Context: an optimization exercise on an open-source flow, tuned for small area and a short achievable clock period. The choices shown serve that exercise and are no tape-out recipe. RTL that was checked went through simulation tests only; none was proved equivalent to the original. No activity file was given, so power comes from the tool's default toggle rates.

Setup of xenon:
## CORE
module CORE #(
    parameter DATA_WIDTH = 8
)
(
    input wire i_CLK,
    input wire i_RSTn,
    input wire [31:0] i_instr,
    input wire i_valid,
    input wire i_ready1,
    output reg o_ready,
    output wire [DATA_WIDTH-1:0] o_data1,
    output wire o_valid1
);
For scale: about 1200 cells after synthesis, about 46 I/O pins, roughly 13000 µm² of cells after synthesis.
clock: 7.5 ns
lec_check: 0
cap_margin: 20
core_margin: 2
core_utilization: 40
cts_buf_list: sky130_fd_sc_hd__clkbuf_16
cts_cluster_diameter: 100
cts_cluster_size: 24
place_density: 0.85
setup_slack_margin: 3.8
slew_margin: 20
synth_hierarchical: 1
tns_end_percent: 100
standard.sh (not shown) runs the stock make flow with config.mk's settings and CLKGATE_MAP_FILE= SYNTH_SCRIPT=/design/flow/synth_recipe.tcl, a recipe that flattens the netlist after the stock synthesis.
==> flow/flow/run.sh <==
#!/bin/bash
# The standard layout, except that the input and output port buffers are
# sky130_fd_sc_hd__buf_2 cells (buffer_ports otherwise picks a slow delay cell);
# timing repair resizes them like any other cell.
set -euo pipefail
export BUFFER_PORTS_ARGS="-buffer_cell sky130_fd_sc_hd__buf_2"
bash standard.sh > standard.log 2>&1
## Diff of input files: zinc against xenon
Settings: an added GPL_ROUTABILITY_DRIVEN of 0.
- Cell at the slowest stage of the critical path: nand4_1 -> zinc, nor3b_4 -> xenon
- Number of sinks driven by the clock tree: xenon vs zinc identical
- zinc finished every stage and its layout cleared the timing, DRC and antenna checks.
- Compared with xenon, zinc shows critical path depth lower by 1.
- Number of iterations in the first detailed-routing pass is lower on xenon
- Against xenon, power in zinc rose slightly.
- Compare zinc and xenon | average detailed-routed wire length per instance lower: xenon
- On via density per instance: zinc sits above xenon.
Inputs modified between zinc and maple:
Settings: clearing GPL_ROUTABILITY_DRIVEN, which used to be 0; swapping 3.8 for 3.95 in SETUP_SLACK_MARGIN.
==> summary.txt <==
maple: done, clean on timing, DRC and antenna
Reported for zinc and maple, die area turned out identical to the last digit.
maple vs zinc: vias after detailed routing down slightly
First-pass GRT wire length delta (maple − zinc): favourable
Total power ends up higher on maple.
Between zinc and maple, the final hold violation count figures differ only marginally.
Cmp zinc and maple / post-cts gate resize count / higher: maple
In maple, the maximum fanout count along the critical path came out 5 below the value in zinc.


== job 8816 ==
CORE, a different RTL version from the one above (not shown whole).
Size in the first run: roughly 13,000 um2 of cells after synthesis.
Settings: LEC_CHECK=0, CAP_MARGIN=20, CORE_MARGIN=2, CORE_UTILIZATION=40, CTS_BUF_LIST=sky130_fd_sc_hd__clkbuf_16, CTS_CLUSTER_DIAMETER=100, CTS_CLUSTER_SIZE=30, SETUP_SLACK_MARGIN=3.8, SLEW_MARGIN=20, SYNTH_HIERARCHICAL=1, TNS_END_PERCENT=20; clock period 7.5 ns.
run.sh (not shown) runs the stock make flow with config.mk's settings and CLKGATE_MAP_FILE= SYNTH_SCRIPT=/design/flow/synth_recipe.tcl, a recipe that flattens the netlist after the stock synthesis.
Stock flow here: none of the scripts above is used.
### job 8816 -> job 5004
- PLACE_DENSITY newly set to 0.7
- CTS_CLUSTER_SIZE changed from 30 to 24
- CORE_UTILIZATION changed from 40 to 55
- TNS_END_PERCENT changed from 20 to 5
- Job 5004 ran to completion and came out clean on the timing, DRC and antenna checks.
- Job 5004 vs job 8816, instance count: job 5004 lower
- Across both runs, die area was lower for job 5004 than for job 8816.
- [compare] base=job 8816 new=job 5004: via count of the first global-routing pass went down, arrival time at the worst endpoint increased by 0.02 ns relative to the old numbers, global-route usage over all layers went up by 7.9 points, worst setup slack has decreased.
- Between job 8816 and job 5004, switching power total increased.
- Area growth from synthesis to layout came out lower on job 5004 than on job 8816.
- The higher final period demand of the worst path of job 8816 and job 5004 is in job 5004.
- Diff job 8816 -> job 5004 | floorplan die width | decrease of 26 um
### job 5004 -> job 7077
- PLACE_DENSITY: 0.7 -> unset
- CTS_CLUSTER_SIZE: 24 -> 30
- CORE_UTILIZATION: 55 -> 40
- TNS_END_PERCENT: 5 -> unset
Results
Data-path buffer share of cell area in the final layout ends up lower on job 5004. Job 7077 vs job 5004: post-route total power up by a few percent. Job 7077 ends up with a switching share of power that is 0.64 points higher than in job 5004. Re sequential share of layout area: job 7077 and job 5004 aren't equal, and the lower value belongs to job 7077. Worst hold slack, job 7077 and job 5004, lower one = job 5004. | highest clock frequency the design can meet | higher: job 7077 |. Relative to job 5004, internal reg-to-reg setup slack has gone up in job 7077. On job 7077: net total in the final layout is 46 higher than what job 5004 gave. In the metrics for job 7077 and job 5004, the one carrying the higher die area is job 7077.
Relative to job 7077, the following input files were edited for job 8769:
- clearing CTS_CLUSTER_SIZE, which used to be 30
- clearing CTS_BUF_LIST, which used to be sky130_fd_sc_hd__clkbuf_16
- clearing CTS_CLUSTER_DIAMETER, which used to be 100
--- outcome ---
Going from job 7077 to job 8769, mean instance size in the synthesized netlist held steady, global-route usage flat, core region area neither gained nor lost much, final period demand of the worst path increased by 0.034 ns relative to the old numbers.
For job 7077, the start point of the critical path was i_instr[18], unlike job 8769, where it was i_instr[17].
Changes observed in job 8769 relative to job 7077: final period utilization +0.46 points, sequential share of layout area -2.1 points, count of plain and timing-repair buffers in the layout +33.
Compared with job 7077, job 8769 ends up with a larger final cell area.
Number of clock buffers in the layout: job 8769 and job 7077 compared, higher one is job 8769
Function was not checked in any run of this note: the RTL went through the layout flow alone.


CORE, a different RTL version from the one above (not shown whole).
Size: ~280 flip-flops, ~46 I/O pins.
Settings: LEC_CHECK=0, CAP_MARGIN=20, CORE_MARGIN=2, CORE_UTILIZATION=40, SETUP_SLACK_MARGIN=4.4, SLEW_MARGIN=20, SYNTH_HIERARCHICAL=1; clock period 7.5 ns.
The starting point went through all stages and came out clean.
Next try:
SETUP_SLACK_MARGIN = 4.0   (was 4.4)
The new run completed without violations.
Critical path depth went down by 1.
Routed wire length came out lower by 4.8%.
Sequential share of layout area rose by 1.3 points.
Maximum frequency goes up by 3.0%.
Non-clock buffer count is lower by 30.
Global-route usage is lower by 1.8 points.
Clock skew shrinks by 0.018 ns.
Synthesized cell count is unchanged.
Sequential power is about the same.
Total power drops by 5.6%.
Clock-buffer cell count went up by 7.
No run of this note included a check of the RTL's function; only the layout flow was run.


## P
CORE, a different RTL version from the one above (not shown whole).
Size in the first run: roughly 1200 cells after synthesis.
clock: 7.5 ns
lec_check: 0
cap_margin: 20
core_margin: 2
core_utilization: 55
cts_buf_list: sky130_fd_sc_hd__clkbuf_16
cts_cluster_diameter: 100
cts_cluster_size: 24
place_density: 0.7
setup_slack_margin: 3.8
slew_margin: 20
synth_hierarchical: 1
tns_end_percent: 5
standard.sh (not shown) runs the stock make flow with config.mk's settings and CLKGATE_MAP_FILE= SYNTH_SCRIPT=/design/flow/synth_recipe.tcl, a recipe that flattens the netlist after the stock synthesis.
Scripts as last shown in full above: flow/flow/run.sh
Input changes introduced in Q (baseline for comparison: P):
- CORE_UTILIZATION: 55 -> 40
- PLACE_DENSITY: 0.7 -> unset
Results
Q: done, clean on timing, DRC and antenna
In the final design statistics, Q uses more standard cells in total than P.
Setup fix buffers added after clock tree synthesis: Q < P
Between P and Q, the flow reports clock distribution power increasing by a few percent.
Status: portion of the clock cycle consumed by the worst path in the final layout parity (P, Q)
Diff P -> Q: clock skew after layout rose 3.8 ps; sequential group share of total power now sits lower; routed wire length increased 5.1%.
P ended up with dfxtp_4 as its master of the slowest instance on the critical path; Q ended up with or3_1.
The final reports for Q and P show multi-input gate share of the layout cell area lower in the former.
P ended up with res_x[1]$_DFF_P_ as its origin of the worst setup path; Q ended up with i_instr[16].
Share of the final layout cell area in sequential cells in Q is 0.77 points lower than in P
Least setup slack across all paths after layout delta for Q relative to P: 3.2 ps higher
Input-level comparison between R and Q:
- a change of SETUP_SLACK_MARGIN from 3.8 to 4.0
Notes after the runs:
- Side by side, layout-stage area growth over the synthesis result turned out lower in R than in Q.
- met1 layer usage reported by global route of R is on par with Q.
- Compared to Q, R has setup slack 40 ps lower.
Edits applied to the flow inputs when going from R to S:
- swapping 5 for 100 in TNS_END_PERCENT
- swapping 4.0 for 3.8 in SETUP_SLACK_MARGIN
### Flow results
Delta (S minus R): total power per unit cell area barely changed; non-clock buffer count climbed 3; number of vias in the routed layout climbed 33; total power climbed about 0.6%.
[inputs] T vs S
- SETUP_SLACK_MARGIN now 4.1, was 3.8
- TNS_END_PERCENT now 50, was 100
[summary]
- Reported for T and S, final setup TNS turned out identical to the last digit.
- A end point of the critical path of o_data1[3] is what T shows, while res_y[1]$_DFF_P_ belongs to S.
- S → T: share of the clock period used by the worst path fell by 1.3 points; power consumed by the clock network stayed essentially flat; static leakage rose by 0.00054 uW.
- Final cell count went up slightly going from S to T.
- Cmp T vs S: antenna diode count lower in T


alpha:
Another version of the RTL of CORE (not shown whole).
Size in the first run: roughly 46 I/O pins, about 0.013 sq mm of cells after synthesis.
export LEC_CHECK = 0
export CAP_MARGIN = 20
export CORE_MARGIN = 2
export CORE_UTILIZATION = 40
export CTS_BUF_LIST = sky130_fd_sc_hd__clkbuf_16
export CTS_CLUSTER_DIAMETER = 100
export CTS_CLUSTER_SIZE = 24
export PLACE_DENSITY = 0.92
export SETUP_SLACK_MARGIN = 3.8
export SLEW_MARGIN = 20
export SYNTH_HIERARCHICAL = 1
export TNS_END_PERCENT = 100
create_clock -name core_clock -period 7.5 [get_ports {i_CLK}]
Scripts as last shown in full above: flow/flow/run.sh
## Diff of input files: beta against alpha
Settings: changing PLACE_DENSITY from 0.92 to 0.75.
--- outcome ---
First-iteration DRC count for beta is higher than for alpha.
In the tables for alpha and beta, number of nets in the finished design reads lower with alpha.
Clock buffer count of alpha is on par with beta.
Changes in gamma relative to beta:
Settings: swapping 0.75 for 0.85 in PLACE_DENSITY.
[summary]
From beta to gamma the numbers moved as follows: design area moved down, routed wire length moved down. Side by side, logic depth of the worst register-to-register path turned out higher in gamma than in beta.
Changes in delta relative to gamma:
Settings: TNS_END_PERCENT now 5, was 100.
Findings:
No stage failed in gamma, and the final checks on the layout all came back clean. delta ended with every stage complete and zero timing, DRC or antenna violations. Compared with gamma, met3 wire length in delta increased by a few percent. From delta to gamma, layout sequential cell count did not move at all. For depth of the worst register-to-register path, gamma and delta come out practically identical. On delta: fmax is 1.4% lower than what gamma gave. delta: cell-internal power is 0.75% lower than what gamma reported. Going from gamma to delta, the worst hold slack was found to have gone down by 0.0067 ns. delta vs. gamma: reported leakage power went down by 0.60%. The more densely filled core belongs to gamma, not delta.
#### Input delta (epsilon over delta)
Settings: PLACE_DENSITY: 0.85 -> unset.
==> comparison <==
Taking delta as the reference, in epsilon final worst-path cycle share up 0.34 points; maximum net fanout on the critical path went up.
The overall global routing resource usage of epsilon is higher than that of delta.
In epsilon, total power density per cell area is higher than in delta.
On total power: epsilon sits above delta.
[compare] base=delta new=epsilon: maximum frequency fell about 0.7%; pre-CTS setup slack decreased by 0.013 ns relative to the old numbers; met3 wire length went down by about 26%.

==> static timing again, ports no longer ideal <==
The results above use ideal ports. As a check the final layouts listed here were re-extracted and re-timed, cells and wires unchanged.
Step 1, drivers: a clkbuf_16 drives i_CLK and a buf_2 each remaining input, both assumed.
Step 2 adds t to the input delays and takes it off the output delays; t is the mean of the earliest and latest rising clock arrival at the registers after step 1. Input paths then give back, and output paths get back, about the clock's delay inside the block.
Three values: ideal ports, drivers, drivers and shift; two values: the first two.
run | shift t [ns] | setup WS [ns] | latest minus earliest clock arrival (ns)
xenon | 0.532 | 3.813 / 3.811 / 3.306 | 0.021 / 0.020
zinc | 0.548 | 3.741 / 3.766 / 3.218 | 0.025 / 0.026
maple | 0.536 | 3.851 / 3.802 / 3.420 | 0.016 / 0.016
job 8816 | 0.535 | 3.555 / 3.537 / 3.002 | 0.022 / 0.022
job 5004 | 0.545 | 3.543 / 3.551 / 3.006 | 0.020 / 0.020
job 7077 | 0.549 | 3.648 / 3.625 / 3.076 | 0.038 / 0.038
job 8769 | 0.616 | 3.613 / 3.546 / 2.930 | 0.018 / 0.018
the first run of note 3 | 0.611 | 2.171 / 2.136 / 1.524 | 0.030 / 0.031
the second run of note 3 | 0.599 | 2.327 / 2.213 / 1.614 | 0.013 / 0.013
P | 0.540 | 3.842 / 3.795 / 3.338 | 0.015 / 0.015
Q | 0.559 | 3.845 / 3.851 / 3.292 | 0.021 / 0.020
R | 0.558 | 3.806 / 3.836 / 3.278 | 0.014 / 0.014
S | 0.559 | 3.779 / 3.772 / 3.212 | 0.013 / 0.013
T | 0.559 | 3.880 / 3.826 / 3.500 | 0.023 / 0.023
alpha | 0.538 | 3.793 / 3.751 / 3.277 | 0.012 / 0.011
beta | 0.549 | 3.836 / 3.797 / 3.319 | 0.029 / 0.029
gamma | 0.540 | 3.861 / 3.843 / 3.346 | 0.031 / 0.031
delta | 0.536 | 3.811 / 3.826 / 3.301 | 0.027 / 0.027
epsilon | 0.558 | 3.785 / 3.789 / 3.243 | 0.027 / 0.027
After both steps setup and hold are still met in every run listed. For the second run of note 3, which loses most, drivers alone change the setup slack by -0.114 ns; drivers and shift together by -0.713 ns.
